What follows belongs to an exercise in optimizing a design on an open flow for small area, a short achievable clock period and few clock cycles; a production flow would make more cautious choices. Only simulation tests tie the RTL to the original design; equivalence was not proved.

==> flow/design.v (outline; a module is shown in full before it is edited, if it fits) <==
// module systolic_array: 139 lines
// module mac_lane0: 511 lines
// module mac_lane1: 511 lines
// module mac_lane2: 511 lines
// module mac_lane3: 511 lines
// module mac_lane4: 511 lines
module systolic_array #(
    parameter DATAWIDTH = 16,
    parameter N_SIZE = 5
) (
    input  wire                     clk,
    input  wire                     rst_n,
    input  wire                     valid_in,
    input  wire signed [N_SIZE*DATAWIDTH-1:0] matrix_a_in,
    input  wire signed [N_SIZE*DATAWIDTH-1:0] matrix_b_in,
    output reg  valid_out,
    output wire signed [N_SIZE*2*DATAWIDTH-1:0] matrix_c_out
);
  // ...
==> flow/flow/run.sh <==
#!/bin/bash
set -euo pipefail
MARGIN=6.1
R=orfs/results/sky130hd/systolic_array/base
bash standard.sh synth > log_synth.txt 2>&1
python3 flow/polarity.py $R/1_2_yosys.v > log_polarity.txt 2>&1
python3 flow/s2build.py $R/1_2_yosys.v flow/s2map.json > log_s2build.txt 2>&1
bash standard.sh SETUP_SLACK_MARGIN=$MARGIN \
  "BUFFER_PORTS_ARGS=-buffer_cell sky130_fd_sc_hd__buf_2" finish > log_layout.txt 2>&1
test -f out/final.def
==> flow/flow/polarity.py <==
#!/usr/bin/env python3
"""Remove inverters around full adders in a Yosys sky130hd netlist.

A full adder is self-dual: complementing its three inputs complements both
outputs.  XOR/XNOR gates take either input polarity (swapping XOR for XNOR).
This pass gives every full adder and XOR gate a phase (output stored true or
complemented) so that as few inverters as possible are needed, removes the
netlist's inverters and re-inserts one where a pin still needs the other
polarity of a net.  Registers and every other cell are left as they are.

Buffers are removed as well (the layout's repair re-buffers by placement).
It also gives the high-fanout operand registers (B operands, Booth digit
registers) a stronger drive: same cell type, larger size.

usage: polarity.py NETLIST.v [keepbuf]  (rewritten in place; keepbuf: leave
       the synthesis buffers in place)
"""
import re
import sys
from collections import defaultdict

path = sys.argv[1]
KEEPBUF = 1 if len(sys.argv) > 2 and sys.argv[2] == "keepbuf" else 0
text = open(path).read()
text = re.sub(r"\(\*.*?\*\)", "", text, flags=re.S)

m = re.search(r"^module\s+(\S+)\s*\(", text, re.M)
body_start = text.index(";", m.end()) + 1
end = text.rindex("endmodule")
header, body, tail = text[:body_start], text[body_start:end], text[end:]

# split body into statements
stmts = [s.strip() for s in body.split(";") if s.strip()]
decls, cells, others = [], [], []
cell_re = re.compile(r"^(\S+)\s+(\S+)\s*\((.*)\)$", re.S)
pin_re = re.compile(r"\.(\w+)\(\s*(.*?)\s*\)\s*(?:,|$)", re.S)
for s in stmts:
    if s.startswith(("wire", "input", "output", "reg")):
        decls.append(s)
        continue
    if s.startswith("assign"):
        others.append(s)
        continue
    mm = cell_re.match(s)
    if not mm or not mm.group(1).startswith("sky130_fd_sc_hd__"):
        others.append(s)
        continue
    typ, name, conns = mm.groups()
    pins = {}
    for p, n in pin_re.findall(conns):
        pins[p] = n.strip()
    cells.append({"type": typ, "name": name, "pins": pins})

OUTP = {"X", "Y", "Q", "Q_N", "SUM", "COUT", "HI", "LO"}
def base(t):
    return re.sub(r"^sky130_fd_sc_hd__", "", t)

def kind(c):
    b = base(c["type"])
    if re.match(r"inv_\d+$", b):
        return "inv"
    if KEEPBUF == 0 and re.match(r"(clk)?buf_\d+$", b):
        return "buf"
    if re.match(r"fa_\d+$", b):
        return "fa"
    if re.match(r"xn?or2_\d+$", b):
        return "xor"
    return "other"

driver = {}
loads = defaultdict(list)
for i, c in enumerate(cells):
    for p, n in c["pins"].items():
        if p in OUTP:
            driver[n] = (i, p)
        else:
            loads[n].append((i, p))
ports_out = set()
for d in decls:
    if d.startswith("output"):
        mm = re.match(r"output\s+(?:\[(\d+):(\d+)\]\s+)?(\S+)", d)
        hi, lo, nm = mm.groups()
        if hi is None:
            ports_out.add(nm)
        else:
            for k in range(int(lo), int(hi) + 1):
                ports_out.add(f"{nm}[{k}]")

def root(n):
    """Follow inverters and buffers back: (root net, parity)."""
    k = 0
    seen = 0
    while n in driver and kind(cells[driver[n][0]]) in ("inv", "buf") and seen < 64:
        if kind(cells[driver[n][0]]) == "inv":
            k ^= 1
        n = cells[driver[n][0]]["pins"]["A"]
        seen += 1
    return n, k

# sinks: every non-inverter cell input pin, and every output port
sinks = []  # (cell index or None, pin, port name, root net, parity)
for i, c in enumerate(cells):
    if kind(c) in ("inv", "buf"):
        continue
    for p, n in c["pins"].items():
        if p in OUTP:
            continue
        r, k = root(n)
        sinks.append((i, p, None, r, k))
# output ports driven through inverters
port_sinks = []
for n in ports_out:
    if n in driver and kind(cells[driver[n][0]]) in ("inv", "buf"):
        r, k = root(n)
        port_sinks.append((n, r, k))

phase = [0] * len(cells)   # for fa and xor cells
def src_phase(r):
    if r in driver:
        i = driver[r][0]
        if kind(cells[i]) in ("fa", "xor"):
            return phase[i]
    return 0

def need(s):
    i, p, _, r, k = s
    kd = kind(cells[i])
    if kd == "xor":
        return 0
    want = k ^ (phase[i] if kd == "fa" else 0)
    return want ^ src_phase(r)

sinks_by_root = defaultdict(list)
sinks_by_cell = defaultdict(list)
for s in sinks:
    sinks_by_root[s[3]].append(s)
    sinks_by_cell[s[0]].append(s)
port_by_root = defaultdict(list)
for ps in port_sinks:
    port_by_root[ps[1]].append(ps)

def root_cost(r):
    nd = any(need(s) for s in sinks_by_root[r])
    nd = nd or any(k ^ src_phase(r) for _, _, k in port_by_root[r])
    return 1 if nd else 0

def cell_cost(i):
    roots = set(s[3] for s in sinks_by_cell[i])
    c = cells[i]
    for p, n in c["pins"].items():
        if p in OUTP:
            roots.add(n)
    return sum(root_cost(r) for r in roots)

flippable = [i for i, c in enumerate(cells) if kind(c) in ("fa", "xor")]
total0 = sum(root_cost(r) for r in set(list(sinks_by_root) + list(port_by_root)))
for it in range(20):
    changed = 0
    for i in flippable:
        before = cell_cost(i)
        phase[i] ^= 1
        after = cell_cost(i)
        if after < before:
            changed += 1
        else:
            phase[i] ^= 1
    if not changed:
        break
total1 = sum(root_cost(r) for r in set(list(sinks_by_root) + list(port_by_root)))
ninv = sum(1 for c in cells if kind(c) == "inv")

# rewrite
new_cells = []
comp = {}
newwires = []
inv_type = "sky130_fd_sc_hd__inv_1"
def complement(r):
    if r not in comp:
        w = f"_pol{len(comp)}_"
        comp[r] = w
        newwires.append(w)
        new_cells.append({"type": inv_type, "name": f"_polinv{len(comp)}_",
                          "pins": {"A": r, "Y": w}})
    return comp[r]

def physical(r, want_comp):
    return complement(r) if want_comp else r

for s in sinks:
    i, p, _, r, k = s
    c = cells[i]
    kd = kind(c)
    if kd == "xor":
        # take the root net as it is, fold the polarity into the gate type
        pol = k ^ src_phase(r)
        c["pins"][p] = r
        c.setdefault("tog", 0)
        c["tog"] ^= pol
    else:
        c["pins"][p] = physical(r, need(s) == 1)
# xor cells: output polarity = original type ^ input toggles ^ phase
for i, c in enumerate(cells):
    if kind(c) != "xor":
        continue
    b = base(c["type"])
    is_xnor = b.startswith("xnor")
    drive = b.split("_")[1]
    outp = "Y" if is_xnor else "X"
    out = c["pins"].pop(outp)
    inv_now = is_xnor ^ c.get("tog", 0) ^ phase[i]
    if inv_now:
        c["type"] = f"sky130_fd_sc_hd__xnor2_{drive}"
        c["pins"]["Y"] = out
    else:
        c["type"] = f"sky130_fd_sc_hd__xor2_{drive}"
        c["pins"]["X"] = out
# output ports fed by inverters: drive the port from an inverter of the root
# (or a buffer-free connection is not possible: keep an inverter cell)
port_cells = []
for n, r, k in port_sinks:
    want = k ^ src_phase(r)
    if want:
        port_cells.append({"type": inv_type, "name": f"_polport{len(port_cells)}_",
                           "pins": {"A": r, "Y": n}})
    else:
        port_cells.append({"type": "sky130_fd_sc_hd__buf_1", "name": f"_polport{len(port_cells)}_",
                           "pins": {"A": r, "X": n}})

kept = [c for c in cells if kind(c) not in ("inv", "buf")]
UPSIZE = [(re.compile(r"^\\col\[\d\]\.b_st\[0\]\[\d+\]\$_DFF_P_$"), "sky130_fd_sc_hd__dfxtp_4"),
          (re.compile(r"^\\e[012]_\d\[\d\]\$_DFF_P_$"), "sky130_fd_sc_hd__dfxtp_2"),
          (re.compile(r"^\\lane\d\.acc\[\d+\]\$_DFF_P_$"), "sky130_fd_sc_hd__dfxtp_2")]
nup = 0
for c in kept:
    if c["type"] != "sky130_fd_sc_hd__dfxtp_1":
        continue
    for rx, cell in UPSIZE:
        if rx.match(c["name"]):
            c["type"] = cell
            nup += 1
            break
out_cells = kept + new_cells + port_cells

def esc(n):
    return n + " " if n.startswith("\\") else n

def fmt(c):
    pins = ",\n".join(f"    .{p}({esc(n)})" for p, n in c["pins"].items())
    return f"  {c['type']} {c['name']} (\n{pins}\n  );"

# wires: keep declarations of nets still used, add new ones
used = set()
for c in out_cells:
    used.update(c["pins"].values())
lines = [header]
for d in decls:
    mm = re.match(r"wire\s+(?:\[\d+:\d+\]\s+)?(\S+)$", d)
    if mm and not d.startswith(("input", "output")):
        nm = mm.group(1)
        if nm not in used and not any(u.startswith(nm + "[") or u == nm for u in used) and not re.search(r"\[", d):
            continue
    lines.append(f"  {d} ;")
for w in newwires:
    lines.append(f"  wire {w};")
for o in others:
    lines.append(f"  {o} ;")
for c in out_cells:
    lines.append(fmt(c))
open(path, "w").write("\n".join(lines) + "\n" + tail)
print(f"polarity: {ninv} inverters before, {len(newwires)} after "
      f"(+{sum(1 for c in port_cells if 'inv' in c['type'])} at ports); "
      f"root cost {total0} -> {total1}; {nup} registers upsized")
==> flow/flow/s2map.json <==
{"W": 32, "K5": 1431764992, "acc": "bin", "stages": 2, "lanes": [{"lane": 0, "s1": [[0, 0], [1, 0], [2, 1], [3, 2], [4, 3], [5, 3], [6, 3], [7, 4], [8, 4], [9, 4], [10, 5], [11, 5], [12, 5], [13, 6], [14, 6], [15, 6], [16, 7], [17, 7], [18, 7], [19, 8], [20, 8], [21, 8], [22, 9], [23, 9], [24, 9], [25, 10], [26, 10], [27, 10], [28, 11], [29, 11], [30, 11], [31, 12], [32, 12], [33, 12], [34, 13], [35, 13], [36, 13], [37, 14], [38, 14], [39, 14], [40, 15], [41, 15], [42, 15], [43, 16], [44, 16], [45, 16], [46, 17], [47, 17], [48, 17], [49, 18], [50, 18], [51, 18], [52, 19], [53, 19], [54, 19], [55, 20], [56, 20], [57, 20], [58, 21], [59, 21], [60, 21], [61, 22], [62, 22], [63, 22], [64, 23], [65, 24], [66, 24], [67, 25], [68, 25], [69, 26], [70, 26], [71, 27], [72, 27], [73, 28], [74, 29], [75, 29], [76, 30]], "first": [[0, 0, 7, 0], [1, 8, 15, 1], [2, 16, 23, 0], [3, 24, 31, 1]]}, {"lane": 1, "s1": [[0, 0], [1, 0], [2, 1], [3, 2], [4, 3], [5, 3], [6, 3], [7, 4], [8, 4], [9, 4], [10, 5], [11, 5], [12, 5], [13, 6], [14, 6], [15, 6], [16, 7], [17, 7], [18, 7], [19, 8], [20, 8], [21, 8], [22, 9], [23, 9], [24, 9], [25, 10], [26, 10], [27, 10], [28, 11], [29, 11], [30, 11], [31, 12], [32, 12], [33, 12], [34, 13], [35, 13], [36, 13], [37, 14], [38, 14], [39, 14], [40, 15], [41, 15], [42, 15], [43, 16], [44, 16], [45, 16], [46, 17], [47, 17], [48, 17], [49, 18], [50, 18], [51, 18], [52, 19], [53, 19], [54, 19], [55, 20], [56, 20], [57, 20], [58, 21], [59, 21], [60, 21], [61, 22], [62, 22], [63, 22], [64, 23], [65, 24], [66, 24], [67, 25], [68, 25], [69, 26], [70, 26], [71, 27], [72, 27], [73, 28], [74, 29], [75, 29], [76, 30]], "first": [[0, 0, 7, 0], [1, 8, 15, 1], [2, 16, 23, 0], [3, 24, 31, 1]]}, {"lane": 2, "s1": [[0, 0], [1, 0], [2, 1], [3, 2], [4, 3], [5, 3], [6, 3], [7, 4], [8, 4], [9, 4], [10, 5], [11, 5], [12, 5], [13, 6], [14, 6], [15, 6], [16, 7], [17, 7], [18, 7], [19, 8], [20, 8], [21, 8], [22, 9], [23, 9], [24, 9], [25, 10], [26, 10], [27, 10], [28, 11], [29, 11], [30, 11], [31, 12], [32, 12], [33, 12], [34, 13], [35, 13], [36, 13], [37, 14], [38, 14], [39, 14], [40, 15], [41, 15], [42, 15], [43, 16], [44, 16], [45, 16], [46, 17], [47, 17], [48, 17], [49, 18], [50, 18], [51, 18], [52, 19], [53, 19], [54, 19], [55, 20], [56, 20], [57, 20], [58, 21], [59, 21], [60, 21], [61, 22], [62, 22], [63, 22], [64, 23], [65, 24], [66, 24], [67, 25], [68, 25], [69, 26], [70, 26], [71, 27], [72, 27], [73, 28], [74, 29], [75, 29], [76, 30]], "first": [[0, 0, 7, 0], [1, 8, 15, 1], [2, 16, 23, 0], [3, 24, 31, 1]]}, {"lane": 3, "s1": [[0, 0], [1, 0], [2, 1], [3, 2], [4, 3], [5, 3], [6, 3], [7, 4], [8, 4], [9, 4], [10, 5], [11, 5], [12, 5], [13, 6], [14, 6], [15, 6], [16, 7], [17, 7], [18, 7], [19, 8], [20, 8], [21, 8], [22, 9], [23, 9], [24, 9], [25, 10], [26, 10], [27, 10], [28, 11], [29, 11], [30, 11], [31, 12], [32, 12], [33, 12], [34, 13], [35, 13], [36, 13], [37, 14], [38, 14], [39, 14], [40, 15], [41, 15], [42, 15], [43, 16], [44, 16], [45, 16], [46, 17], [47, 17], [48, 17], [49, 18], [50, 18], [51, 18], [52, 19], [53, 19], [54, 19], [55, 20], [56, 20], [57, 20], [58, 21], [59, 21], [60, 21], [61, 22], [62, 22], [63, 22], [64, 23], [65, 24], [66, 24], [67, 25], [68, 25], [69, 26], [70, 26], [71, 27], [72, 27], [73, 28], [74, 29], [75, 29], [76, 30]], "first": [[0, 0, 7, 0], [1, 8, 15, 1], [2, 16, 23, 0], [3, 24, 31, 1]]}, {"lane": 4, "s1": [[0, 0], [1, 0], [2, 1], [3, 2], [4, 3], [5, 3], [6, 3], [7, 4], [8, 4], [9, 4], [10, 5], [11, 5], [12, 5], [13, 6], [14, 6], [15, 6], [16, 7], [17, 7], [18, 7], [19, 8], [20, 8], [21, 8], [22, 9], [23, 9], [24, 9], [25, 10], [26, 10], [27, 10], [28, 11], [29, 11], [30, 11], [31, 12], [32, 12], [33, 12], [34, 13], [35, 13], [36, 13], [37, 14], [38, 14], [39, 14], [40, 15], [41, 15], [42, 15], [43, 16], [44, 16], [45, 16], [46, 17], [47, 17], [48, 17], [49, 18], [50, 18], [51, 18], [52, 19], [53, 19], [54, 19], [55, 20], [56, 20], [57, 20], [58, 21], [59, 21], [60, 21], [61, 22], [62, 22], [63, 22], [64, 23], [65, 24], [66, 24], [67, 25], [68, 25], [69, 26], [70, 26], [71, 27], [72, 27], [73, 28], [74, 29], [75, 29], [76, 30]], "first": [[0, 0, 7, 0], [1, 8, 15, 1], [2, 16, 23, 0], [3, 24, 31, 1]]}]}
==> flow/standard.sh <==
#!/bin/bash
# synth_recipe.tcl (not shown) runs the flow's synth.tcl, then flattens the netlist and writes it again
# the make line also repeats each setting of config.mk as NAME=value (left out here)
make -C /OpenROAD-flow-scripts/flow DESIGN_CONFIG=/design/flow/config.mk WORK_HOME=/design/flow/orfs CLKGATE_MAP_FILE= SYNTH_SCRIPT=/design/flow/synth_recipe.tcl "${@:-finish}"
==> flow/config.mk <==
export PLATFORM = sky130hd
export DESIGN_NAME = systolic_array
export DESIGN_NICKNAME = systolic_array
export VERILOG_FILES = /design/flow/design.v
export SDC_FILE = /design/flow/constraint.sdc
export NUM_CORES = 8
export LEC_CHECK = 0
export CAP_MARGIN = 40
export CORE_MARGIN = 2
export CORE_UTILIZATION = 58
export CTS_CLUSTER_DIAMETER = 100
export CTS_CLUSTER_SIZE = 22
export SLEW_MARGIN = 40
export TNS_END_PERCENT = 10
==> flow/constraint.sdc <==
create_clock -name core_clock -period 9.0 [get_ports {clk}]
set_input_delay 1.8000 -clock core_clock [delete_from_list [all_inputs] [get_ports {clk}]]
set_output_delay 1.8000 -clock core_clock [all_outputs]
set_load 0.01 [all_outputs]
Not shown: flow/flow/s2build.py
==> flow_summary.ini, run 1 <==
[run_status]
outcome = complete, no violations

[floorplan]
core_area_sq_um = 109000
die_h_um = 334
fp.dieW_um = 334
row_count = 121
dieArea_sq_um = 112000

[global_route]
gr-usage-met1 = 0.416
grt_pass1_wl_um = 258000

[setup_path]
slowest_stage = dfxtp_2
r2r_slack_ns = 6.01
worstPathRequired_ns = 7.20
rr_startpoint = e0_1[3]$_DFF_P_
crit_path_cell_trace = buf_2
reg2reg_to = lane1.s1[50]$_DFF_P_
crit_path_end = matrix_c_out[112]

[clock_network]
cts_resized = 22
cts_tree = done
path_clk_slew_ns = 0.09

[final_layout]
seq-cell-share = 0.398
multi_input_area_share = 0.503
drive_gt1_frac = 0.169
antenna_cells = 2
n_fill_cell = 8813
inv_count = 227

[hold_path]
hold_class = reg2reg

[drt]
drcViolationCount = 0
top_layer_used = met5
wl_met2_um = 75500

[timing]
finalClockSkew_ns = 0.0376
worst_pin_slew_ns = 0.854
final.setup.tns_ns = 0
slew_headroom = 0.430
final_max_slew_viol_count = 0
fmax_mhz = 329

[yosys]
yosysWarnings = 18
syn_inst = 5555

[placed_design]
numPortBuffers = 323
pre_cts_ws_ns = 5.54
Testbench counts, summed over its fixed seeds: cycles 67,200.
==> run 2, diff against run 1 <==
==> flow/flow/run.sh (replaced) <==
#!/bin/bash
set -euo pipefail
MARGIN=6.1
R=orfs/results/sky130hd/systolic_array/base
bash standard.sh synth > log_synth.txt 2>&1
python3 flow/polarity.py $R/1_2_yosys.v keepbuf > log_polarity.txt 2>&1
python3 flow/s2build.py $R/1_2_yosys.v flow/s2map.json > log_s2build.txt 2>&1
bash standard.sh SETUP_SLACK_MARGIN=$MARGIN \
  "BUFFER_PORTS_ARGS=-buffer_cell sky130_fd_sc_hd__buf_2" finish > log_layout.txt 2>&1
test -f out/final.def
==> flow_summary.ini, run 2 <==
[timing]
final_max_slew_viol_count = 0
fmax_mhz = 330
fin_crit_sh = 0.337
slew_headroom = 0.454
final.min_clock_period_ns = 3.03
final.setup.tns_ns = 0
hold_violations = 0
finalClockSkew_ns = 0.0372
worst_pin_slew_ns = 0.819
setup_viol = 0
rsz0062_at_grt = yes

[hold_path]
min_from = col[2].b_st[1][3]$_DFF_P_
hold_end = col[2].b_st[2][3]$_DFF_P_
hold_class = reg2reg
hold_depth = 0

[global_route]
grtUsageTotal = 0.294
overflow = 0
grt_pass1_vias = 42300
grt_pass1_wl_um = 255000
antenna_found_initial = 3
grt_max_degree = 69

[final_layout]
antenna_cells = 0
largest_register_ffs = 400
drive_gt1_frac = 0.172
nNetsFinal = 6771
final_common_cell = dfxtp_1
final_cell_mix = 1036 x dfxtp_1, 652 x xnor2_1, 525 x fa_1
top_regs = col.b_st x400, a_st x320
top_register = col.b_st
synthToLayoutAreaGrowth_pct = 8.62

[drt]
vias = 42300
first_pass_iters = 6
wl_per_cell_um = 22.4
wl_um = 168000
routed_via_density = 5.63
ant_nets = 0
drcViolationCount = 0
drtIter0Drc = 3558

[placed_design]
numPortBuffers = 323
hpwlAfterDp_um = 120000
gp_congestion = 0.916

[floorplan]
ios = 324
core_area_sq_um = 111000
row_count = 122
die_h_um = 338
initial_utilization = 0.585
fp.dieW_um = 338
dieArea_sq_um = 114000

[clock_network]
cts_max_path_buffers = 3
insertion_delay_ns = 0.72
cts_tree = done
h-tree-depth = 3
path_clk_slew_ns = 0.10
cts.sinks = 1360
cts-root-buf = clkbuf_16
numCtsBuffers = 74
cts_hold_buffers = 0

[yosys]
yosysWarnings = 18
syn-cell-area_sq_um = 64700
syn_inst = 5944
syn_avg_cell_area_sq_um = 10.9
syn_nets = 6739

[setup_path]
crit_path_cell_trace = buf_2
startpoint_type = flop
cp_max_fo = 2
ff2ff_path_depth = 6
rr_startpoint = e1_4[7]$_DFF_P_
crit_type = reg2out
setup.worst_path.end_class = output port
crit_arrival_ns = 1.23
slowest_stage = dfxtp_2
cp_top_family = flip-flops
worstPathRequired_ns = 7.20
cp-startpoint = lane3.acc[18]$_DFF_P_
cp_num_buf_inv = 1
reg2reg_to = lane3.s1[44]$_DFF_P_
r2r_slack_ns = 6.03
cpPeakStageDelay_ns = 0.39

[run_status]
outcome = complete, no violations

[run]
maxCapViolCount = 0
## run 2: cell type report
cell class	count	area [sq um]
timing repair buffer	365	2130
sequential	1360	27900
inverter	227	860
tap	1488	1860
multi-input combinational	3948	35200
clock buffer	103	1980
clock inverter	17	329
fill	9075	40400
## run 2: layer usage
metal | global-route usage | vias to the layer above | share of wire
li1 | - | 19600 | -
met1 | 0.419 | 20800 | 0.44
met2 | 0.454 | 1637 | 0.45
met3 | 0.0573 | 268 | 0.077
met4 | 0.0900 | 0 | 0.027
met5 | 0 | - | 0
## run 2: worst reg2reg max path, cell delays in order (launching register included)
cell and delay [ns]:
dfxtp_4 0.64, buf_4 0.55, a22oi_1 0.20, xnor2_1 0.17
ha_1 0.33, fa_1 0.54, fa_1 0.43
## run 2: stage by stage
stage                     cells  hold slack, ns  area [sq um]   util  setup slack (ns)
after CTS                  7491           0.310         69400  0.627              5.95
after floorplan            5944           0.310         64700      -              6.12
after global routing       7508           0.310         70300  0.635              5.94
after global placement     7366           0.310         66800  0.604              5.00
final                      7508           0.304         70300  0.635              5.97
after detailed placement   7366           0.312         66800  0.604              5.60
## run 2: repair_timing
| item | CTS | global route |
|---|---|---|
| endpoints found under the setup margin | 314 | 322 |
| pin swaps | 0 | 13 |
| buffers inserted | 5 | 17 |
| resized for setup | 45 | 135 |
## run 2: how the worst max path moves through the flow
stage	to	slack, ns	depth (start not counted)
after floorplan	first_4[3]$_DFF_P_	6.12	4
after global placement	first_2[0]$_DFF_P_	5.00	5
after global routing	matrix_c_out[80]	5.94	1
final	matrix_c_out[114]	5.97	1
after detailed placement	e0_4[4]$_DFF_P_	5.60	6
after CTS	matrix_c_out[80]	5.95	1
==> run 3, diff against run 2 <==
==> flow/flow/run.sh (replaced) <==
#!/bin/bash
set -euo pipefail
MARGIN=6.1
R=orfs/results/sky130hd/systolic_array/base
bash standard.sh synth > log_synth.txt 2>&1
python3 flow/polarity.py $R/1_2_yosys.v > log_polarity.txt 2>&1
python3 flow/s2build.py $R/1_2_yosys.v flow/s2map.json > log_s2build.txt 2>&1
bash standard.sh SETUP_SLACK_MARGIN=$MARGIN \
  "BUFFER_PORTS_ARGS=-buffer_cell sky130_fd_sc_hd__buf_2" finish > log_layout.txt 2>&1
test -f out/final.def
--- a/flow/flow/polarity.py
+++ b/flow/flow/polarity.py
@@ -229,7 +229,7 @@
 kept = [c for c in cells if kind(c) not in ("inv", "buf")]
 UPSIZE = [(re.compile(r"^\\col\[\d\]\.b_st\[0\]\[\d+\]\$_DFF_P_$"), "sky130_fd_sc_hd__dfxtp_4"),
           (re.compile(r"^\\e[012]_\d\[\d\]\$_DFF_P_$"), "sky130_fd_sc_hd__dfxtp_2"),
-          (re.compile(r"^\\lane\d\.acc\[\d+\]\$_DFF_P_$"), "sky130_fd_sc_hd__dfxtp_2")]
+          (re.compile(r"^\\lane\d\.acc\[\d+\]\$_DFF_P_$"), "sky130_fd_sc_hd__dfxtp_4")]
 nup = 0
 for c in kept:
     if c["type"] != "sky130_fd_sc_hd__dfxtp_1":
==> flow_summary.ini, run 3 <==
[timing]
setup_viol = 0
slew_headroom = 0.419
rsz0062_at_grt = yes
final.setup.tns_ns = 0
worst_pin_slew_ns = 0.871
finalClockSkew_ns = 0.0463
fin_crit_sh = 0.336
final.min_clock_period_ns = 3.03
fmax_mhz = 330
final_max_slew_viol_count = 0
hold_violations = 0

[setup_path]
crit_type = reg2out
r2r_slack_ns = 6.01
cp_num_buf_inv = 1
cp_top_family = flip-flops
rr_startpoint = e0_1[4]$_DFF_P_
cp_max_fo = 2
cpPeakStageDelay_ns = 0.38
ff2ff_path_depth = 6
worstPathRequired_ns = 7.20
startpoint_type = flop
slowest_stage = dfxtp_4
crit_arrival_ns = 1.23
reg2reg_to = lane1.s1[47]$_DFF_P_
crit_path_cell_trace = buf_2
setup.worst_path.end_class = output port

[final_layout]
top_regs = col.b_st x400, a_st x320
largest_register_ffs = 400
top_register = col.b_st
n_fill_cell = 8778
final_cell_mix = 1039 x dfxtp_1, 653 x xnor2_1, 525 x fa_1
final_common_cell = dfxtp_1
nNetsFinal = 6780
drive_gt1_frac = 0.172
synthToLayoutAreaGrowth_pct = 10.8

[clock_network]
h-tree-depth = 3
cts_tree = done
cts-root-buf = clkbuf_16
cts.sinks = 1360
cts_hold_buffers = 0
path_clk_slew_ns = 0.10
cts_max_path_buffers = 3
insertion_delay_ns = 0.72
numCtsBuffers = 73

[global_route]
grt_max_degree = 69
met3_usage = 0.0560
grtUsageTotal = 0.296
grt_pass1_wl_um = 257000
grt-busiest-layer = met2
antenna_found_initial = 13
grt_pass1_vias = 43400
overflow = 0
met2_usage = 0.467
gr-usage-met1 = 0.411

[yosys]
syn_inst = 5555
syn_avg_cell_area_sq_um = 11.5
syn-cell-area_sq_um = 63600
syn_nets = 6350
yosysWarnings = 18

[placed_design]
numPortBuffers = 323
hpwlAfterDp_um = 119000
gp_congestion = 0.934

[hold_path]
min_from = a_st[14][4]$_DFF_P_
hold_class = reg2reg
hold_end = a_st[13][4]$_DFF_P_
hold_depth = 0

[drt]
drtIter0Drc = 3401
wl_per_cell_um = 22.4
wl_um = 167000
vias = 42700
routed_via_density = 5.72
first_pass_iters = 6
ant_nets = 0
drcViolationCount = 0

[floorplan]
core_area_sq_um = 109000
fp.dieW_um = 335
ios = 324
die_h_um = 335
row_count = 121
dieArea_sq_um = 112000
initial_utilization = 0.585

[run]
maxCapViolCount = 0

[run_status]
outcome = complete, no violations
-- run 3: what timing repair did --
action                     4_1_cts  5_1_grt
pin swaps                        0       13
setup buffers                   11       19
gates resized for setup         48      124
setup endpoints to repair      314      321
-- run 3: final cells by class --
cell class,count,area [sq um],share of cell area
tap,1414,1770,0.0251
antenna,2,5.00,0.0000710
clock buffer,112,1980,0.0281
timing repair buffer,375,2220,0.0314
multi-input combinational,3948,35200,0.499
inverter,227,878,0.0125
sequential,1360,28300,0.401
clock inverter,14,224,0.00318
-- run 3: worst max path at each step --
| stage | cells after the start | start | slack [ns] | to |
|---|---|---|---|---|
| detailed placement | 6 | matrix_a_in[9] | 5.53 | e0_4[5]$_DFF_P_ |
| global placement | 6 | valid_in | 5.38 | first_1[3]$_DFF_P_ |
| floorplan | 4 | valid_in | 5.97 | first_4[3]$_DFF_P_ |
| CTS | 1 | lane0.acc[15]$_DFF_P_ | 5.94 | matrix_c_out[15] |
| global route | 1 | lane0.acc[0]$_DFF_P_ | 5.94 | matrix_c_out[0] |
| finish | 1 | lane3.acc[19]$_DFF_P_ | 5.97 | matrix_c_out[115] |
-- run 3: through the flow --
stage	cells	cell area, sq um	utilization	hold WS, ns	setup slack [ns]
after detailed placement	7294	67200	0.617	0.312	5.53
after global routing	7452	70500	0.648	0.306	5.94
final	7452	70500	0.648	0.292	5.97
after floorplan	5555	63600	-	0.310	5.97
after CTS	7431	69600	0.640	0.298	5.94
after global placement	7293	67100	0.617	0.309	5.38
-- run 3: worst reg2reg max path: stages, from the launching register on --
cell and delay [ns]:
dfxtp_2 0.66, clkinv_1 0.45, xnor2_1 0.26, fa_1 0.52
inv_1 0.05, fa_1 0.44, fa_1 0.47
-- run 3: per-layer routing --
| metal | up-vias | wire length (um) |
|---|---|---|
| met5 | - | 101 |
| li1 | 19600 | - |
| met3 | 329 | 12800 |
| met2 | 1729 | 76400 |
| met4 | 16 | 4850 |
| met1 | 21000 | 72900 |
==> run 4, diff against run 3 <==
==> flow/flow/run.sh (replaced) <==
#!/bin/bash
set -euo pipefail
MARGIN=6.1
R=orfs/results/sky130hd/systolic_array/base
bash standard.sh synth > log_synth.txt 2>&1
python3 flow/polarity.py $R/1_2_yosys.v > log_polarity.txt 2>&1
python3 flow/s2build.py $R/1_2_yosys.v flow/s2map.json > log_s2build.txt 2>&1
bash standard.sh SETUP_SLACK_MARGIN=$MARGIN "POST_GLOBAL_PLACE_TCL=$PWD/flow/inbuf.tcl" \
  "CTS_ARGS=-sink_clustering_enable -repair_clock_nets -sink_clustering_size 22 -sink_clustering_max_diameter 100 -dont_use_dummy_load" \
  "BUFFER_PORTS_ARGS=-buffer_cell sky130_fd_sc_hd__buf_2" finish > log_layout.txt 2>&1
test -f out/final.def
==> flow/flow/inbuf.tcl (new file) <==
# Hook sourced after global placement: the input port buffers drive short
# nets into registers with plenty of slack, so the smallest buffer will do.
foreach inst [[ord::get_db_block] getInsts] {
  set name [$inst getName]
  if {[regexp {^input[0-9]+$} $name] && [[$inst getMaster] getName] ne "sky130_fd_sc_hd__buf_1"} {
    replace_cell $inst sky130_fd_sc_hd__buf_1
  }
}
--- a/flow/flow/polarity.py
+++ b/flow/flow/polarity.py
@@ -229,7 +229,7 @@
 kept = [c for c in cells if kind(c) not in ("inv", "buf")]
 UPSIZE = [(re.compile(r"^\\col\[\d\]\.b_st\[0\]\[\d+\]\$_DFF_P_$"), "sky130_fd_sc_hd__dfxtp_4"),
           (re.compile(r"^\\e[012]_\d\[\d\]\$_DFF_P_$"), "sky130_fd_sc_hd__dfxtp_2"),
-          (re.compile(r"^\\lane\d\.acc\[\d+\]\$_DFF_P_$"), "sky130_fd_sc_hd__dfxtp_4")]
+          (re.compile(r"^\\lane\d\.acc\[\d+\]\$_DFF_P_$"), "sky130_fd_sc_hd__dfxtp_2")]
 nup = 0
 for c in kept:
     if c["type"] != "sky130_fd_sc_hd__dfxtp_1":
==> flow_summary.ini, run 4 <==
[floorplan]
die_h_um = 334
row_count = 121
fp.dieW_um = 334
ios = 324
initial_utilization = 0.583

[placed_design]
numPortBuffers = 323

[yosys]
syn-cell-area_sq_um = 63200
syn_inst = 5555
yosysWarnings = 18
syn_avg_cell_area_sq_um = 11.4
syn_nets = 6350

[run_status]
lastStage = global placement
outcome = aborted with a tool error
firstError = [ERROR STA-0124] instance type 'odb__dbInst' is not an instance.
==> run 5, diff against run 4 <==
==> flow/flow/inbuf.tcl (replaced) <==
# Hook sourced after global placement: the input port buffers drive short
# nets into registers with plenty of slack, so the smallest buffer will do.
foreach cell [get_cells -quiet input*] {
  if {[regexp {^input[0-9]+$} [get_full_name $cell]] && [get_property $cell ref_name] ne "sky130_fd_sc_hd__buf_1"} {
    replace_cell $cell sky130_fd_sc_hd__buf_1
  }
}
==> flow_summary.ini, run 5 <==
[timing]
hold_violations = 0
final_max_slew_viol_count = 0
final.setup.tns_ns = 0
rsz0062_at_grt = yes
slew_headroom = 0.422
holdWs_ns = 0.282
finalClockSkew_ns = 0.0730
final.min_clock_period_ns = 3.00
worst_pin_slew_ns = 0.867
fmax_mhz = 333
fin_crit_sh = 0.333
setup_viol = 0
fin_ws_ns = 6.00

[global_route]
grt_pass1_vias = 43100
antenna_found_initial = 11
grt_max_degree = 69
grt_pass1_wl_um = 256000
grtUsageTotal = 0.299
overflow = 0

[setup_path]
cp_max_fo = 2
crit_type = reg2out
setup.worst_path.end_class = output port
startpoint_type = flop
cp-startpoint = lane0.acc[2]$_DFF_P_
worstPathRequired_ns = 7.20
cp_num_buf_inv = 1
crit_cells = 1
cpPeakStageDelay_ns = 0.33
ff2ff_path_depth = 6
rr_startpoint = e1_4[7]$_DFF_P_
crit_arrival_ns = 1.20
cp_top_family = flip-flops
slowest_stage = dfxtp_2
crit_path_cell_trace = buf_2

[yosys]
yosysWarnings = 18
syn_inst = 5555
syn-cell-area_sq_um = 63200
syn_nets = 6350
syn_avg_cell_area_sq_um = 11.4

[final_layout]
final_cell_mix = 1037 x dfxtp_1, 644 x xnor2_1, 525 x fa_1
final_cells = 7384
top_register = col.b_st
top_regs = col.b_st x400, a_st x320
nNetsFinal = 6764
drive_gt1_frac = 0.141
final_common_cell = dfxtp_1
synthToLayoutAreaGrowth_pct = 9.90
largest_register_ffs = 400

[floorplan]
fp.dieW_um = 334
row_count = 121
ios = 324
core_area_sq_um = 109000
die_h_um = 334
initial_utilization = 0.583
dieArea_sq_um = 112000

[drt]
first_pass_iters = 5
vias = 42300
wl_um = 167000
drtIter0Drc = 3228
routed_via_density = 5.73
drcViolationCount = 0
wl_per_cell_um = 22.6
ant_nets = 0

[clock_network]
cts_tree = done
h-tree-depth = 3
cts-root-buf = clkbuf_16
cts.sinks = 1360
cts_max_path_buffers = 3
insertion_delay_ns = 0.69
path_clk_slew_ns = 0.08
numCtsBuffers = 73
cts_hold_buffers = 0

[hold_path]
hold_depth = 0
hold_class = reg2reg
min_from = a_st[2][3]$_DFF_P_

[placed_design]
hpwlAfterDp_um = 118000
numPortBuffers = 323
pre_cts_ws_ns = 5.54
placed_cells = 7293

[run_status]
outcome = complete, no violations

[run]
maxCapViolCount = 0
==> run 5: final cells by class <==
cell class | count | area (sq um)
flip-flops and latches | 1360 | 27900
well taps | 1414 | 1770
inverters | 227 | 860
clock buffers | 73 | 1830
multi-input cells | 3948 | 35300
fillers | 8889 | 39100
diodes | 3 | 7.51
repair buffers | 359 | 1880
==> run 5: final timing paths <==
check | end | slack, ns
max in group asynchronous | cnt[0]$_DFFE_PN0P_ | 7.75
min reg2reg | a_st[1][3]$_DFF_P_ | 0.28
min in group asynchronous | cnt[0]$_DFFE_PN0P_ | 0.98
max reg2reg | lane4.s1[41]$_DFF_P_ | 6.04
min | a_st[1][3]$_DFF_P_ | 0.28
max | matrix_c_out[2] | 6.00
==> run 5: per-layer routing <==
metal / vias up / part of all wire / GRT usage / wire, um
li1: 19500 / - / - / -
met5: - / 0.00044 / 0 / 74
met3: 307 / 0.081 / 0.0594 / 13400
met1: 20800 / 0.44 / 0.415 / 72600
met2: 1651 / 0.45 / 0.471 / 75700
met4: 12 / 0.030 / 0.0952 / 4970
==> run 5: what timing repair did <==
action / in CTS / in global routing
endpoints found under the setup margin: 346 / 327
cloned: 0 / 0
resized for setup: 19 / 150
hold endpoints to repair: 0 / 0
pin swaps: 0 / 8
buffers inserted: 3 / 12
==> run 5: metrics by stage <==
stage                     area, sq um  utilization
after global placement          66700        0.615
after floorplan                 63200            -
after CTS                       68500        0.631
after global routing            69500        0.640
final                           69500        0.640
after detailed placement        66600        0.613
==> run 6, diff against run 5 <==
--- a/flow/flow/run.sh
+++ b/flow/flow/run.sh
@@ -1,6 +1,15 @@
 #!/bin/bash
+# Own layout flow:
+#  1. the standard synthesis (standard.sh synth), unchanged;
+#  2. flow/polarity.py: removes the inverters and buffers around the full
+#     adders and XOR gates (full adders are self-dual, XOR/XNOR absorb input
+#     inversions) and gives the high-fanout operand registers and the
+#     accumulators a larger drive strength (same cell type);
+#  3. flow/s2build.py: rebuilds each lane's accumulator stage (row-start
+#     gating, 3:2 rows, Kogge-Stone adder) with hand-mapped cells, using
+#     flow/s2map.json written by gen/gen2.py;
 set -euo pipefail
-MARGIN=6.1
+MARGIN=6.0
 R=orfs/results/sky130hd/systolic_array/base
 bash standard.sh synth > log_synth.txt 2>&1
 python3 flow/polarity.py $R/1_2_yosys.v > log_polarity.txt 2>&1
==> flow_summary.ini, run 6 <==
[timing]
slew_headroom = 0.425
fin_crit_sh = 0.335
fin_ws_ns = 5.98
finalClockSkew_ns = 0.0722
final.setup.tns_ns = 0
hold_violations = 0
worst_pin_slew_ns = 0.863
setup_viol = 0
holdWs_ns = 0.284
final.min_clock_period_ns = 3.02
fmax_mhz = 331
final_max_slew_viol_count = 0
rsz0062_at_grt = yes

[setup_path]
crit_type = reg2out
cpPeakStageDelay_ns = 0.36
ff2ff_path_depth = 6
cp_top_family = flip-flops
cp-startpoint = lane0.acc[13]$_DFF_P_
worstPathRequired_ns = 7.20
reg2reg_to = lane1.s1[50]$_DFF_P_
r2r_slack_ns = 5.98
startpoint_type = flop
rr_startpoint = e0_1[3]$_DFF_P_
crit_arrival_ns = 1.22
cp_num_buf_inv = 1
slowest_stage = dfxtp_2
setup.worst_path.end_class = output port
cp_max_fo = 2
crit_path_cell_trace = buf_2

[floorplan]
fp.dieW_um = 334
core_area_sq_um = 109000
die_h_um = 334
ios = 324
initial_utilization = 0.583
row_count = 121
dieArea_sq_um = 112000

[yosys]
syn_inst = 5555
syn_avg_cell_area_sq_um = 11.4
syn-cell-area_sq_um = 63200
syn_nets = 6350
yosysWarnings = 18

[run_status]
outcome = complete, no violations

[global_route]
grt_pass1_vias = 43200
grt_pass1_wl_um = 256000
grt_max_degree = 69
antenna_found_initial = 11
overflow = 0
grtUsageTotal = 0.298

[final_layout]
final_common_cell = dfxtp_1
synthToLayoutAreaGrowth_pct = 8.85
drive_gt1_frac = 0.128
nNetsFinal = 6752
largest_register_ffs = 400
top_regs = col.b_st x400, a_st x320
final_cell_mix = 1038 x dfxtp_1, 690 x xnor2_1, 525 x fa_1
top_register = col.b_st

[clock_network]
insertion_delay_ns = 0.69
numCtsBuffers = 73
h-tree-depth = 3
cts-root-buf = clkbuf_16
path_clk_slew_ns = 0.08
cts_hold_buffers = 0
cts_max_path_buffers = 3
cts.sinks = 1360
cts_tree = done

[hold_path]
hold_depth = 0
hold_class = reg2reg
min_from = a_st[2][3]$_DFF_P_
hold_end = a_st[1][3]$_DFF_P_

[drt]
wl_um = 166000
vias = 42200
ant_nets = 0
routed_via_density = 5.73
drcViolationCount = 0
first_pass_iters = 5
drtIter0Drc = 3188
wl_per_cell_um = 22.6

[run]
maxCapViolCount = 0

[placed_design]
hpwlAfterDp_um = 118000
numPortBuffers = 323
pre_cts_ws_ns = 5.54
## run 6: layer usage
metal  share of wire  GRT usage  up-vias
met5         0.00044          0        -
met4           0.030     0.0958       12
met3           0.080     0.0593      313
met2            0.45      0.469     1652
met1            0.44      0.415    20800
li1                -          -    19500
## run 6: timing repair
item                       CTS  global route
gates resized for setup     12            59
hold endpoints to repair     0             0
setup endpoints to repair  149           172
setup buffers                2             1
## run 6: metrics by stage
| step | util | cell area, sq um | cells |
|---|---|---|---|
| floorplan | - | 63200 | 5555 |
| global placement | 0.615 | 66700 | 7293 |
| detailed placement | 0.613 | 66600 | 7293 |
| CTS | 0.631 | 68500 | 7368 |
| global route | 0.634 | 68800 | 7370 |
| finish | 0.634 | 68800 | 7372 |
## run 6: worst max path at each step
stage | depth (start not counted) | slack [ns] | to
after floorplan | 4 | 5.97 | first_4[3]$_DFF_P_
after global placement | 6 | 5.58 | e0_4[4]$_DFF_P_
after detailed placement | 7 | 5.54 | lane2.s1[47]$_DFF_P_
after CTS | 6 | 5.88 | e0_4[7]$_DFF_P_
after global routing | 7 | 5.93 | lane0.s1[47]$_DFF_P_
final | 1 | 5.98 | matrix_c_out[13]
## run 6: final cells by class
class | instances | area, sq um
fillers | 8953 | 39700
multi-input cells | 3948 | 34800
flip-flops and latches | 1360 | 27900
clock buffers | 73 | 1830
well taps | 1414 | 1770
repair buffers | 347 | 1710
inverters | 227 | 856
diodes | 3 | 7.51
==> run 7, diff against run 6 <==
--- a/flow/flow/run.sh
+++ b/flow/flow/run.sh
@@ -9,7 +9,7 @@
 #     gating, 3:2 rows, Kogge-Stone adder) with hand-mapped cells, using
 #     flow/s2map.json written by gen/gen2.py;
 set -euo pipefail
-MARGIN=6.0
+MARGIN=5.95
 R=orfs/results/sky130hd/systolic_array/base
 bash standard.sh synth > log_synth.txt 2>&1
 python3 flow/polarity.py $R/1_2_yosys.v > log_polarity.txt 2>&1
==> flow_summary.ini, run 7 <==
[drt]
top_layer_used = met5
vias = 42100
wl_met3_um = 13200
drcViolationCount = 0
routed_via_density = 5.72
wl_met1_um = 72500
wl_met2_um = 75000
wl_um = 166000
first_pass_iters = 7
ant_nets = 0
wl_per_cell_um = 22.5
drtIter0Drc = 3048

[final_layout]
final_cell_mix = 1042 x dfxtp_1, 718 x xnor2_1, 525 x fa_1
multi_input_area_sq_um = 34600
largest_register_ffs = 400
final_common_cell = dfxtp_1
synthToLayoutAreaGrowth_pct = 8.33
top_register = col.b_st
regArea_sq_um = 27900
drive_gt1_frac = 0.121
post-route-cell-area_sq_um = 68500
top_regs = col.b_st x400, a_st x320
n_fill_cell = 8985
nNetsFinal = 6749

[global_route]
grt_pass1_vias = 43100
grt_max_degree = 69
grt_pass1_wl_um = 255000
overflow = 0
grtUsageTotal = 0.297
antenna_found_initial = 11

[clock_network]
cts.sinks = 1360
cts-root-buf = clkbuf_16
insertion_delay_ns = 0.69
cts_setup_buffers = 0
cts_max_path_buffers = 3
cts_tree = done
path_clk_slew_ns = 0.08
h-tree-depth = 3
numCtsBuffers = 73

[setup_path]
setup.worst_path.end_class = flop
crit_top_cell = fa_1
ff2ff_path_depth = 7
cp_max_fo = 64
rr_startpoint = e2_3[0]$_DFF_P_
cpPeakStageDelay_ns = 0.69
crit_path_cell_trace = buf_4 > a22oi_1 > xor2_1 > fa_1 > inv_1 > fa_1 > fa_1
startpoint_type = flop
cp_num_buf_inv = 2
slowest_stage = buf_4
reg2reg_to = lane0.s1[44]$_DFF_P_
crit_type = reg2reg
cp_top_family = adder cells
crit_cells = 7
crit_arrival_ns = 3.66
r2r_slack_ns = 5.88
worstPathRequired_ns = 9.54

[timing]
worst_pin_slew_ns = 0.903
rsz0062_at_grt = yes
slew_headroom = 0.398
holdWs_ns = 0.284
hold_violations = 0
setup_viol = 0
fin_crit_sh = 0.347
final.min_clock_period_ns = 3.12
fmax_mhz = 321
final_max_slew_viol_count = 0
finalClockSkew_ns = 0.0722
final.setup.tns_ns = 0

[yosys]
yosysWarnings = 18
syn_avg_cell_area_sq_um = 11.4
syn_inst = 5555
syn_nets = 6350
syn-cell-area_sq_um = 63200

[floorplan]
core_area_sq_um = 109000
dieArea_sq_um = 112000
die_h_um = 334
initial_utilization = 0.583
ios = 324
row_count = 121
fp.dieW_um = 334

[hold_path]
hold_class = reg2reg
hold_depth = 0
min_from = a_st[2][3]$_DFF_P_
hold_end = a_st[1][3]$_DFF_P_

[run]
maxCapViolCount = 0

[placed_design]
numPortBuffers = 323
place_area_sq_um = 66600
hpwlAfterDp_um = 118000

[run_status]
outcome = complete, no violations
==> run 7: timing repair <==
item	in CTS	in global routing
gates cloned	0	0
hold buffers	0	0
resized for setup	9	14
pin swaps	0	0
setup endpoints to repair	88	108
hold endpoints to repair	0	0
==> run 7: stage by stage <==
step	util	worst slack (ns)	instances
2_1_floorplan	-	5.97	5555
4_1_cts	0.630	5.75	7366
6_report	0.631	5.88	7369
5_1_grt	0.631	5.78	7367
3_5_place_dp	0.613	5.54	7293
3_3_place_gp	0.615	5.58	7293
==> run 7: layer usage <==
layer,track usage,vias up
li1,-,19500
met1,0.413,20700
met2,0.469,1648
met3,0.0603,305
met4,0.0957,12
met5,0,-
==> run 7: worst max path at each step <==
| stage | start | endpoint | slack (ns) |
|---|---|---|---|
| finish | e2_3[0]$_DFF_P_ | lane0.s1[44]$_DFF_P_ | 5.88 |
| detailed placement | e1_4[4]$_DFF_P_ | lane2.s1[47]$_DFF_P_ | 5.54 |
| CTS | load$_DFF_P_ | e0_4[2]$_DFF_P_ | 5.75 |
| global placement | matrix_a_in[7] | e0_4[4]$_DFF_P_ | 5.58 |
| global route | first_1[1]$_DFF_P_ | lane1.acc[29]$_DFF_P_ | 5.78 |
| floorplan | valid_in | first_4[3]$_DFF_P_ | 5.97 |
==> run 7: layout make-up <==
class | instances | area share
clock buffer | 73 | 0.0267
antenna | 3 | 0.000110
multi-input combinational | 3948 | 0.505
timing repair buffer | 344 | 0.0238
inverter | 227 | 0.0124
tap | 1414 | 0.0258
sequential | 1360 | 0.407
==> run 7: worst reg2reg max path, delay by kind of cell (launching register included) <==
kind | cells | cell delay, ns
adder cells (fa/ha/maj) | 3 | 1.47
buffers and inverters | 2 | 0.75
flip-flops | 1 | 0.33
AO/OA/AOI/OAI | 1 | 0.25
XOR/XNOR | 1 | 0.23
==> run 8, diff against run 7 <==
--- a/flow/flow/run.sh
+++ b/flow/flow/run.sh
@@ -9,7 +9,7 @@
 #     gating, 3:2 rows, Kogge-Stone adder) with hand-mapped cells, using
 #     flow/s2map.json written by gen/gen2.py;
 set -euo pipefail
-MARGIN=5.95
+MARGIN=6.1
 R=orfs/results/sky130hd/systolic_array/base
 bash standard.sh synth > log_synth.txt 2>&1
 python3 flow/polarity.py $R/1_2_yosys.v > log_polarity.txt 2>&1
==> flow_summary.ini, run 8 <==
[drt]
wl_um = 167000
wl_per_cell_um = 22.6
drcViolationCount = 0
first_pass_iters = 5
vias = 42300
ant_nets = 0
routed_via_density = 5.73
drtIter0Drc = 3228

[global_route]
antenna_found_initial = 11
grt_pass1_vias = 43100
overflow = 0
grtUsageTotal = 0.299
grt_max_degree = 69
grt_pass1_wl_um = 256000

[floorplan]
dieArea_sq_um = 112000
die_h_um = 334
core_area_sq_um = 109000
ios = 324
fp.dieW_um = 334
row_count = 121
initial_utilization = 0.583

[placed_design]
pre_cts_ws_ns = 5.54
place_area_sq_um = 66600
hpwlAfterDp_um = 118000
numPortBuffers = 323

[setup_path]
startpoint_type = flop
worstPathRequired_ns = 7.20
cp_num_buf_inv = 1
cp-startpoint = lane0.acc[2]$_DFF_P_
crit_type = reg2out
crit_arrival_ns = 1.20
cpPeakStageDelay_ns = 0.33
crit_path_cell_trace = buf_2
setup.worst_path.end_class = output port
cp_max_fo = 2
slowest_stage = dfxtp_2
rr_startpoint = e1_4[7]$_DFF_P_
cp_top_family = flip-flops

[final_layout]
drive_gt1_frac = 0.141
top_regs = col.b_st x400, a_st x320
synthToLayoutAreaGrowth_pct = 9.90
regArea_sq_um = 27900
largest_register_ffs = 400
post-route-cell-area_sq_um = 69500
multi_input_area_sq_um = 35300
nNetsFinal = 6764
top_register = col.b_st
n_fill_cell = 8889
final_cell_mix = 1037 x dfxtp_1, 644 x xnor2_1, 525 x fa_1
final_common_cell = dfxtp_1

[yosys]
syn_avg_cell_area_sq_um = 11.4
yosysWarnings = 18
syn_nets = 6350
syn_inst = 5555
syn-cell-area_sq_um = 63200

[clock_network]
cts_tree = done
cts-root-buf = clkbuf_16
numCtsBuffers = 73
insertion_delay_ns = 0.69
cts.sinks = 1360
h-tree-depth = 3
path_clk_slew_ns = 0.08
cts_hold_buffers = 0
cts_max_path_buffers = 3

[timing]
rsz0062_at_grt = yes
slew_headroom = 0.422
hold_violations = 0
finalClockSkew_ns = 0.0730
final_max_slew_viol_count = 0
final.setup.tns_ns = 0
fmax_mhz = 333
fin_ws_ns = 6.00
final.min_clock_period_ns = 3.00
setup_viol = 0
worst_pin_slew_ns = 0.867
fin_crit_sh = 0.333

[run_status]
outcome = complete, no violations

[run]
maxCapViolCount = 0

[hold_path]
hold_class = reg2reg
min_from = a_st[2][3]$_DFF_P_
## run 8: worst paths after layout
check / cells after the start / to / slack, ns
max reg2reg: 6 / lane4.s1[41]$_DFF_P_ / 6.04
max in group asynchronous: 1 / cnt[0]$_DFFE_PN0P_ / 7.75
max: 1 / matrix_c_out[2] / 6.00
min in group asynchronous: 1 / cnt[0]$_DFFE_PN0P_ / 0.98
min reg2reg: 0 / a_st[1][3]$_DFF_P_ / 0.28
min: 0 / a_st[1][3]$_DFF_P_ / 0.28
## run 8: cell type report
| class | instances | area share |
|---|---|---|
| inverters | 227 | 0.0124 |
| repair buffers | 359 | 0.0270 |
| well taps | 1414 | 0.0255 |
| clock buffers | 73 | 0.0263 |
| multi-input cells | 3948 | 0.508 |
| flip-flops and latches | 1360 | 0.401 |
| diodes | 3 | 0.000108 |
## run 8: per-stage QoR
| stage | hold WS (ns) | utilization | instances |
|---|---|---|---|
| 3_5_place_dp | 0.312 | 0.613 | 7293 |
| 4_1_cts | 0.288 | 0.631 | 7369 |
| 2_1_floorplan | 0.310 | - | 5555 |
| 3_3_place_gp | 0.310 | 0.615 | 7293 |
| 5_1_grt | 0.293 | 0.640 | 7382 |
| 6_report | 0.282 | 0.640 | 7384 |
## run 8: repair_timing
| action | CTS | global route |
|---|---|---|
| pin swaps | 0 | 8 |
| resized for setup | 19 | 150 |
| buffers inserted | 3 | 12 |
| setup endpoints to repair | 346 | 327 |
| cloned | 0 | 0 |
## run 8: routing by layer
| metal | up-vias | track usage | share of wire |
|---|---|---|---|
| met5 | - | 0 | 0.00044 |
| met4 | 12 | 0.0952 | 0.030 |
| met3 | 307 | 0.0594 | 0.081 |
| met2 | 1651 | 0.471 | 0.45 |
| met1 | 20800 | 0.415 | 0.44 |
| li1 | 19500 | - | - |
==> run 9, diff against run 8 <==
--- a/flow/flow/polarity.py
+++ b/flow/flow/polarity.py
@@ -12,15 +12,17 @@
 It also gives the high-fanout operand registers (B operands, Booth digit
 registers) a stronger drive: same cell type, larger size.
 
-usage: polarity.py NETLIST.v [keepbuf]  (rewritten in place; keepbuf: leave
-       the synthesis buffers in place)
+usage: polarity.py NETLIST.v [keepbuf] [noupsize]  (rewritten in place;
+       keepbuf: leave the synthesis buffers in place; noupsize: no register
+       upsizing)
 """
 import re
 import sys
 from collections import defaultdict
 
 path = sys.argv[1]
-KEEPBUF = 1 if len(sys.argv) > 2 and sys.argv[2] == "keepbuf" else 0
+KEEPBUF = 1 if "keepbuf" in sys.argv[2:] else 0
+NOUPSIZE = 1 if "noupsize" in sys.argv[2:] else 0
 text = open(path).read()
 text = re.sub(r"\(\*.*?\*\)", "", text, flags=re.S)
 
@@ -57,7 +59,7 @@
 
 def kind(c):
     b = base(c["type"])
-    if re.match(r"inv_\d+$", b):
+    if re.match(r"(clk)?inv(lp)?_\d+$", b):
         return "inv"
     if KEEPBUF == 0 and re.match(r"(clk)?buf_\d+$", b):
         return "buf"
@@ -232,7 +234,7 @@
           (re.compile(r"^\\lane\d\.acc\[\d+\]\$_DFF_P_$"), "sky130_fd_sc_hd__dfxtp_2")]
 nup = 0
 for c in kept:
-    if c["type"] != "sky130_fd_sc_hd__dfxtp_1":
+    if NOUPSIZE or c["type"] != "sky130_fd_sc_hd__dfxtp_1":
         continue
     for rx, cell in UPSIZE:
         if rx.match(c["name"]):
==> flow_summary.ini, run 9 <==
[timing]
slew_headroom = 0.430
final_max_slew_viol_count = 0
setup_viol = 0
final.min_clock_period_ns = 3.00
fin_ws_ns = 6.00
worst_pin_slew_ns = 0.855
hold_violations = 0
fin_crit_sh = 0.333
fmax_mhz = 333
final.setup.tns_ns = 0
finalClockSkew_ns = 0.0639
rsz0062_at_grt = yes

[setup_path]
worstPathRequired_ns = 7.20
startpoint_type = flop
slowest_stage = dfxtp_4
crit_arrival_ns = 1.20
crit_path_cell_trace = buf_6
cp_num_buf_inv = 1
setup.worst_path.end_class = output port
crit_type = reg2out
cp_top_family = flip-flops
cpPeakStageDelay_ns = 0.41
cp_max_fo = 2

[placed_design]
numPortBuffers = 323
place_area_sq_um = 66600
hpwlAfterDp_um = 119000
placed_cells = 7294
pre_cts_ws_ns = 5.57

[drt]
routed_via_density = 5.76
ant_nets = 0
wl_um = 169000
drcViolationCount = 0
vias = 42600
drtIter0Drc = 3387
wl_per_cell_um = 22.9
first_pass_iters = 6

[floorplan]
ios = 324
core_area_sq_um = 109000
initial_utilization = 0.583
fp.dieW_um = 334
row_count = 121
dieArea_sq_um = 112000
die_h_um = 334

[final_layout]
final_cells = 7392
drive_gt1_frac = 0.145
post-route-cell-area_sq_um = 69600
n_fill_cell = 8905
largest_register_ffs = 400
final_cell_mix = 1040 x dfxtp_1, 634 x xnor2_1, 525 x fa_1
top_register = col.b_st
final_common_cell = dfxtp_1
nNetsFinal = 6772
synthToLayoutAreaGrowth_pct = 10.0
top_regs = col.b_st x400, a_st x320

[yosys]
yosysWarnings = 18
syn_inst = 5555
syn_nets = 6350
syn_avg_cell_area_sq_um = 11.4
syn-cell-area_sq_um = 63200

[run_status]
outcome = complete, no violations

[global_route]
overflow = 0
grt_pass1_vias = 43900
grt_max_degree = 69
antenna_found_initial = 11
grt_pass1_wl_um = 259000
grtUsageTotal = 0.301

[clock_network]
h-tree-depth = 3
numCtsBuffers = 74
path_clk_slew_ns = 0.09
cts-root-buf = clkbuf_16
cts_max_path_buffers = 3
cts_hold_buffers = 0
cts.sinks = 1360
cts_tree = done
insertion_delay_ns = 0.70

[hold_path]
hold_class = reg2reg

[run]
maxCapViolCount = 0
[run 9: final cells by class]
cell class              count  area (sq um)  area share
diodes                      3          7.51    0.000108
clock buffers              74          1850      0.0266
inverters                 227           856      0.0123
well taps                1414          1770      0.0254
multi-input cells        3948         35300       0.507
flip-flops and latches   1360         27900       0.401
repair buffers            366          1910      0.0274
[run 9: metal layers]
| layer | part of all wire | track usage |
|---|---|---|
| met5 | 0.00063 | 0 |
| met4 | 0.027 | 0.0865 |
| met3 | 0.081 | 0.0632 |
| met2 | 0.46 | 0.478 |
| met1 | 0.43 | 0.418 |
[run 9: worst paths after layout]
path                                             end  slack [ns]                      start  cells past startpoint
max                                  matrix_c_out[3]        6.00       lane0.acc[3]$_DFF_P_                      1
min                        col[3].b_st[2][5]$_DFF_P_        0.32  col[3].b_st[1][5]$_DFF_P_                      0
max reg2reg                     lane4.s1[47]$_DFF_P_        6.02            e2_3[5]$_DFF_P_                      7
min reg2reg                col[3].b_st[2][5]$_DFF_P_        0.32  col[3].b_st[1][5]$_DFF_P_                      0
max in group asynchronous         cnt[0]$_DFFE_PN0P_        7.74                      rst_n                      1
min in group asynchronous         cnt[2]$_DFFE_PN0P_        1.01                      rst_n                      1
[run 9: repair_timing]
item | in CTS | in global routing
buffers inserted | 4 | 17
gates resized for setup | 35 | 139
endpoints found under the setup margin | 320 | 310
pin swaps | 0 | 16
[run 9: metrics by stage]
stage	hold WS [ns]	utilization
2_1_floorplan	0.310	-
3_3_place_gp	0.309	0.615
3_5_place_dp	0.312	0.613
4_1_cts	0.309	0.632
5_1_grt	0.323	0.641
6_report	0.316	0.641
==> run 10, diff against run 9 <==
--- a/flow/flow/run.sh
+++ b/flow/flow/run.sh
@@ -9,7 +9,7 @@
 #     gating, 3:2 rows, Kogge-Stone adder) with hand-mapped cells, using
 #     flow/s2map.json written by gen/gen2.py;
 set -euo pipefail
-MARGIN=6.1
+MARGIN=6.2
 R=orfs/results/sky130hd/systolic_array/base
 bash standard.sh synth > log_synth.txt 2>&1
 python3 flow/polarity.py $R/1_2_yosys.v > log_polarity.txt 2>&1
==> flow_summary.ini, run 10 <==
[drt]
wl_met1_um = 73900
ant_nets = 0
routed_via_density = 5.78
vias = 42900
wl_met3_um = 13700
wl_met2_um = 76400
drtIter0Drc = 3559
first_pass_iters = 7
wl_per_cell_um = 22.9
drcViolationCount = 0
top_layer_used = met5
wl_um = 170000

[setup_path]
worstPathRequired_ns = 7.20
startpoint_type = flop
cpPeakStageDelay_ns = 0.38
cp_top_family = flip-flops
setup.worst_path.end_class = output port
crit_arrival_ns = 1.21
slowest_stage = dfxtp_4
crit_type = reg2out
cp_max_fo = 2
cp_num_buf_inv = 1
crit_path_cell_trace = buf_6

[floorplan]
dieArea_sq_um = 112000
fp.dieW_um = 334
initial_utilization = 0.583
core_area_sq_um = 109000
ios = 324
die_h_um = 334
row_count = 121

[timing]
final.min_clock_period_ns = 3.01
final_max_slew_viol_count = 0
rsz0062_at_grt = yes
fin_crit_sh = 0.334
hold_violations = 0
finalClockSkew_ns = 0.0923
worst_pin_slew_ns = 0.853
final.setup.tns_ns = 0
slew_headroom = 0.431
setup_viol = 0
fmax_mhz = 332

[final_layout]
synthToLayoutAreaGrowth_pct = 11.2
n_fill_cell = 8803
final_util = 0.648
final_cell_mix = 1034 x dfxtp_1, 627 x xnor2_1, 520 x fa_1
drive_gt1_frac = 0.167
top_regs = col.b_st x400, a_st x320
regArea_sq_um = 27900
final_common_cell = dfxtp_1
multi_input_area_sq_um = 35700
largest_register_ffs = 400
nNetsFinal = 6806
top_register = col.b_st

[clock_network]
numCtsBuffers = 73
insertion_delay_ns = 0.71
cts_tree = done
cts_hold_buffers = 0
cts_max_path_buffers = 3
cts.sinks = 1360
h-tree-depth = 3
path_clk_slew_ns = 0.09
cts-root-buf = clkbuf_16

[yosys]
syn_avg_cell_area_sq_um = 11.4
syn_nets = 6350
yosysWarnings = 18
syn_inst = 5555
syn-cell-area_sq_um = 63200

[placed_design]
hpwlAfterDp_um = 118000
numPortBuffers = 323

[global_route]
grtUsageTotal = 0.302
grt_pass1_vias = 43500
grt_pass1_wl_um = 260000
antenna_found_initial = 15
overflow = 0
grt_max_degree = 69

[run_status]
outcome = complete, no violations

[run]
maxCapViolCount = 0

[hold_path]
hold_class = reg2reg
-- run 10: through the flow --
stage	std cells	cell area, sq um	setup WS, ns	hold WS (ns)
after global placement	7295	66700	5.61	0.309
final	7425	70300	5.99	0.320
after detailed placement	7296	66600	5.54	0.312
after floorplan	5555	63300	6.15	0.310
after global routing	7423	70300	5.96	0.326
after CTS	7375	68700	5.95	0.320
-- run 10: routing by layer --
metal | vias up | GRT usage
met1 | 21100 | 0.425
met2 | 1802 | 0.470
met5 | - | 0
li1 | 19600 | -
met3 | 380 | 0.0561
met4 | 22 | 0.102
-- run 10: final cells by class --
| cell class | count | area share |
|---|---|---|
| timing repair buffer | 401 | 0.0323 |
| inverter | 227 | 0.0121 |
| tap | 1414 | 0.0252 |
| clock buffer | 73 | 0.0260 |
| sequential | 1360 | 0.397 |
| multi-input combinational | 3948 | 0.508 |
| antenna | 2 | 0.0000712 |
-- run 10: path summary, 6_finish.rpt --
| check | startpoint | end | slack [ns] | cells past startpoint |
|---|---|---|---|---|
| max | lane0.acc[18]$_DFF_P_ | matrix_c_out[18] | 5.99 | 1 |
| min in group asynchronous | rst_n | cnt[2]$_DFFE_PN0P_ | 1.02 | 1 |
| min reg2reg | col[4].b_st[3][10]$_DFF_P_ | col[4].b_st[4][10]$_DFF_P_ | 0.32 | 0 |
| max in group asynchronous | rst_n | cnt[0]$_DFFE_PN0P_ | 7.69 | 1 |
| max reg2reg | e1_4[3]$_DFF_P_ | lane4.s1[64]$_DFF_P_ | 6.07 | 6 |
| min | col[4].b_st[3][10]$_DFF_P_ | col[4].b_st[4][10]$_DFF_P_ | 0.32 | 0 |
-- run 10: repair_timing --
item	4_1_cts	5_1_grt
setup buffers	6	48
setup endpoints to repair	391	386
pin swaps	0	60
gates resized for setup	39	261

-- separate check: timing with driven ports --
The results above use ideal ports. As a check the final layouts listed here were re-extracted and re-timed, cells and wires unchanged.
Step 1, drivers: a clkbuf_16 drives clk and a buf_2 each remaining input, both assumed.
Step 2 adds t to the input delays and takes it off the output delays; t is the mean of the earliest and latest rising clock arrival at the registers after step 1. Input paths then give back, and output paths get back, about the clock's delay inside the block.
Slacks: ideal / step 1 / step 2; pairs: ideal / step 1.
run	shift t [ns]	setup WS [ns]	hold slack, ns	worst register clock-pin slew, ns	cell pins on the clock port's net
run 1	0.776	5.965 / 5.886 / 5.637	0.298 / 0.298 / 0.298	0.10 / 0.10	1
run 2	0.777	5.971 / 5.891 / 5.692	0.304 / 0.304 / 0.304	0.10 / 0.10	1
run 3	0.775	5.973 / 5.893 / 5.675	0.292 / 0.292 / 0.292	0.10 / 0.10	1
run 5	0.738	6.001 / 5.922 / 5.569	0.282 / 0.282 / 0.282	0.10 / 0.10	1
run 6	0.738	5.982 / 5.903 / 5.572	0.284 / 0.284 / 0.284	0.10 / 0.10	1
run 7	0.734	5.880 / 5.875 / 5.579	0.284 / 0.284 / 0.284	0.10 / 0.10	1
run 8	0.738	6.001 / 5.922 / 5.569	0.282 / 0.282 / 0.282	0.10 / 0.10	1
run 9	0.741	6.000 / 5.923 / 5.488	0.316 / 0.316 / 0.316	0.10 / 0.10	1
run 10	0.741	5.990 / 5.912 / 5.646	0.320 / 0.320 / 0.320	0.10 / 0.10	1
After both steps every run listed still meets setup and hold. For run 9, which loses most, drivers alone change the setup slack by -0.077 ns; drivers and shift together by -0.512 ns.
